This design comes from an exercise in tuning for small area on the open sky130 flow, not from production work. At most, simulation tests tie the RTL to the original design; equivalence was not proved.

== P ==
==> module fifo, before the edit <==
module fifo #(
    parameter int DATA_WIDTH       = 32,
    parameter int BUFFER_DEPTH     = 8,
    parameter int LOG_BUFFER_DEPTH = (BUFFER_DEPTH > 1) ? $clog2(BUFFER_DEPTH) : 1
) (
    input  logic                      clk_i,
    input  logic                      rst_n_i,
    input  logic                      flush_i,
    output logic                      full_o,
    output logic                      empty_o,
    output logic [LOG_BUFFER_DEPTH:0] cnt_o,
    input  logic [    DATA_WIDTH-1:0] dat_i,
    input  logic                      push_i,
    output logic [    DATA_WIDTH-1:0] dat_o,
    input  logic                      pop_i
);
  localparam int NG3 = BUFFER_DEPTH / 3;   
  localparam int NREM = BUFFER_DEPTH % 3;   
  localparam int NGRP = NG3 + NREM;   
  logic [LOG_BUFFER_DEPTH:0] s_cnt_d, s_cnt_q;
  logic [BUFFER_DEPTH-1:0][DATA_WIDTH-1:0] s_mem_q;
  localparam int NHALF = 2;   
  logic [NHALF-1:0][BUFFER_DEPTH-1:0] s_sel;
  logic push_hdshk, pop_hdshk, s_mem_en;
  assign push_hdshk = push_i & ~full_o;
  assign pop_hdshk  = pop_i & ~empty_o;
  assign cnt_o      = s_cnt_q;
  assign empty_o    = s_cnt_q == 0;
  assign full_o     = s_cnt_q[LOG_BUFFER_DEPTH];
  logic s_inc, s_dec;
  logic [LOG_BUFFER_DEPTH:0] s_all1, s_all0;
  assign s_inc = push_hdshk & ~pop_hdshk;
  assign s_dec = pop_hdshk & ~push_hdshk;
  assign s_all1[0] = s_inc;
  assign s_all0[0] = s_dec;
  for (genvar i = 1; i <= LOG_BUFFER_DEPTH; i++) begin : g_cnt
    assign s_all1[i] = s_all1[i-1] & s_cnt_q[i-1];
    assign s_all0[i] = s_all0[i-1] & ~s_cnt_q[i-1];
  end
  assign s_cnt_d = flush_i ? '0 : s_cnt_q ^ (s_all1 | s_all0);
  dffr #(LOG_BUFFER_DEPTH + 1) u_cnt_dffr (
      clk_i,
      rst_n_i,
      s_cnt_d,
      s_cnt_q
  );
  logic s_push_n;
  fifo_inv u_push_n (
      .a(push_i),
      .y(s_push_n)
  );
  fifo_nor2 u_mem_en (
      .a(s_push_n),
      .b(full_o),
      .y(s_mem_en)
  );
  always_ff @(posedge clk_i) begin
    if (s_mem_en) begin
      s_mem_q[0] <= dat_i;
      for (int i = 1; i < BUFFER_DEPTH; i++) s_mem_q[i] <= s_mem_q[i-1];
    end
  end
  localparam int LLO = LOG_BUFFER_DEPTH / 2;
  localparam int LHI = LOG_BUFFER_DEPTH - LLO;
  logic [(1<<LLO)-1:0] s_nlo;
  logic [(1<<LHI)-1:0] s_nhi;
  for (genvar j = 0; j < (1 << LLO); j++) begin : g_lo
    assign s_nlo[j] = ~(s_cnt_q[LLO-1:0] == LLO'(j));
  end
  for (genvar j = 0; j < (1 << LHI); j++) begin : g_hi
    assign s_nhi[j] = ~(s_cnt_q[LOG_BUFFER_DEPTH-1:LLO] == LHI'(j));
  end
  for (genvar i = 0; i < BUFFER_DEPTH; i++) begin : g_sel
    localparam int K = (i + 1) % (1 << LOG_BUFFER_DEPTH);
    for (genvar h = 0; h < NHALF; h++) begin : g_half
      fifo_nor2 u_sel (
          .a(s_nlo[K%(1<<LLO)]),
          .b(s_nhi[K>>LLO]),
          .y(s_sel[h][i])
      );
    end
  end
  for (genvar b = 0; b < DATA_WIDTH; b++) begin : g_bit
    localparam int H = b * NHALF / DATA_WIDTH;
    logic [NGRP-1:0] s_grp_n;
    for (genvar g = 0; g < NG3; g++) begin : g_grp
      fifo_aoi222 u_aoi (
          .a1(s_sel[H][3*g]),
          .a2(s_mem_q[3*g][b]),
          .b1(s_sel[H][3*g+1]),
          .b2(s_mem_q[3*g+1][b]),
          .c1(s_sel[H][3*g+2]),
          .c2(s_mem_q[3*g+2][b]),
          .y (s_grp_n[g])
      );
    end
    for (genvar r = 0; r < NREM; r++) begin : g_rem
      fifo_nand_n #(2) u_nand (
          .a({s_sel[H][3*NG3+r], s_mem_q[3*NG3+r][b]}),
          .y(s_grp_n[NG3+r])
      );
    end
    fifo_or_n #(NGRP) u_or (
        .a_n(s_grp_n),
        .y  (dat_o[b])
    );
  end
endmodule
clock: 5.0 ns
lec_check: 0
cap_margin: 20
core_margin: 2
core_utilization: 70
place_density: 0.8
slew_margin: 20
synth_hierarchical: 1
standard.sh (not shown) runs the stock make flow with config.mk's settings and CLKGATE_MAP_FILE= SYNTH_SCRIPT=/design/flow/synth_recipe.tcl, a recipe that flattens the netlist after the stock synthesis.
==> flow/flow/run.sh <==
#!/bin/bash
# Standard ORFS layout. Synthesis runs unchanged; the later steps use a
# lighter clock tree (no dummy loads, clkbuf_8 only), the smallest buffer on
# the ports, and no buffers above buf_4 for repairs.
set -euo pipefail
bash standard.sh synth > standard_synth.log 2>&1
DU="sky130_fd_sc_hd__probe_p_8 sky130_fd_sc_hd__probec_p_8 sky130_fd_sc_hd__lpflow_bleeder_1 sky130_fd_sc_hd__lpflow_clkbufkapwr_1 sky130_fd_sc_hd__lpflow_clkbufkapwr_16 sky130_fd_sc_hd__lpflow_clkbufkapwr_2 sky130_fd_sc_hd__lpflow_clkbufkapwr_4 sky130_fd_sc_hd__lpflow_clkbufkapwr_8 sky130_fd_sc_hd__lpflow_clkinvkapwr_1 sky130_fd_sc_hd__lpflow_clkinvkapwr_16 sky130_fd_sc_hd__lpflow_clkinvkapwr_2 sky130_fd_sc_hd__lpflow_clkinvkapwr_4 sky130_fd_sc_hd__lpflow_clkinvkapwr_8 sky130_fd_sc_hd__lpflow_decapkapwr_12 sky130_fd_sc_hd__lpflow_decapkapwr_3 sky130_fd_sc_hd__lpflow_decapkapwr_4 sky130_fd_sc_hd__lpflow_decapkapwr_6 sky130_fd_sc_hd__lpflow_decapkapwr_8 sky130_fd_sc_hd__lpflow_inputiso0n_1 sky130_fd_sc_hd__lpflow_inputiso0p_1 sky130_fd_sc_hd__lpflow_inputiso1n_1 sky130_fd_sc_hd__lpflow_inputiso1p_1 sky130_fd_sc_hd__lpflow_inputisolatch_1 sky130_fd_sc_hd__lpflow_isobufsrc_1 sky130_fd_sc_hd__lpflow_isobufsrc_16 sky130_fd_sc_hd__lpflow_isobufsrc_2 sky130_fd_sc_hd__lpflow_isobufsrc_4 sky130_fd_sc_hd__lpflow_isobufsrc_8 sky130_fd_sc_hd__lpflow_isobufsrckapwr_16 sky130_fd_sc_hd__lpflow_lsbuf_lh_hl_isowell_tap_1 sky130_fd_sc_hd__lpflow_lsbuf_lh_hl_isowell_tap_2 sky130_fd_sc_hd__lpflow_lsbuf_lh_hl_isowell_tap_4 sky130_fd_sc_hd__lpflow_lsbuf_lh_isowell_4 sky130_fd_sc_hd__lpflow_lsbuf_lh_isowell_tap_1 sky130_fd_sc_hd__lpflow_lsbuf_lh_isowell_tap_2 sky130_fd_sc_hd__lpflow_lsbuf_lh_isowell_tap_4 sky130_fd_sc_hd__fill_1 sky130_fd_sc_hd__fill_2 sky130_fd_sc_hd__fill_4 sky130_fd_sc_hd__fill_8  sky130_fd_sc_hd__buf_6 sky130_fd_sc_hd__buf_8 sky130_fd_sc_hd__buf_12 sky130_fd_sc_hd__buf_16 sky130_fd_sc_hd__bufbuf_8 sky130_fd_sc_hd__bufbuf_16"
bash standard.sh \
  "DONT_USE_CELLS=$DU" \
  "CTS_ARGS=-sink_clustering_enable -repair_clock_nets -dont_use_dummy_load -buf_list sky130_fd_sc_hd__clkbuf_8 -sink_clustering_size 20 -sink_clustering_max_diameter 60" \
  "BUFFER_PORTS_ARGS=-buffer_cell sky130_fd_sc_hd__buf_1" \
  finish > standard.log 2>&1
Changes in S relative to P:
--- a/flow/design.v
+++ b/flow/design.v
@@ -228,11 +228,11 @@
   logic push_hdshk, pop_hdshk, s_mem_en;
   assign push_hdshk = push_i & ~full_o;
   assign pop_hdshk  = pop_i & ~empty_o;
   assign cnt_o      = s_cnt_q;
   assign empty_o    = s_cnt_q == 0;
-  assign full_o     = s_cnt_q[LOG_BUFFER_DEPTH];
+  assign full_o     = s_cnt_q == BUFFER_DEPTH;
   logic s_inc, s_dec;
   logic [LOG_BUFFER_DEPTH:0] s_all1, s_all0;
   assign s_inc = push_hdshk & ~pop_hdshk;
   assign s_dec = pop_hdshk & ~push_hdshk;
   assign s_all1[0] = s_inc;
## What came out
As far as final instance area is concerned, S and P perform about the same.
From P to S the numbers moved as follows: worst-case hold slack went down 0.048 ns; final period utilization went down 0.36 points; fraction of met2 tracks used by global routing went down 0.82 points; post-route met1 wirelength went up 2.2%; maximum clock frequency went up 0.37%.
Startpoint of the worst setup timing path = u_fifo.u_cnt_dffr.dat_o[0]: P; startpoint of the worst setup timing path = u_fifo.u_cnt_dffr.dat_o[1]: S
S gives more register-to-register slack than P did.
Function not checked in P: the RTL went through the layout flow alone.

-- static timing again, ports no longer ideal --
The results above use ideal ports. As a check the final layouts listed here were re-extracted and re-timed, cells and wires unchanged. Step 1 assumes that a clkbuf_16 drives the clock port and a buf_2 every other input. Step 2 times the ports against the registers' clock, not the clock port: input delays grow and output delays shrink by t, the midpoint of the rising clock arrivals with the driver on. Slacks: ideal / step 1 / step 2; pairs: ideal / step 1.
run | t, ns | slack for setup (ns) | slew at the worst register clock pin (ns) | worst slew at a driven data input, ns
P | 0.732 | 0.122 / 0.073 / 0.805 | 0.12 / 0.12 | 0.04
S | 0.747 | 0.140 / 0.092 / 0.839 | 0.12 / 0.12 | 0.04
After both steps setup and hold are still met in every run listed.
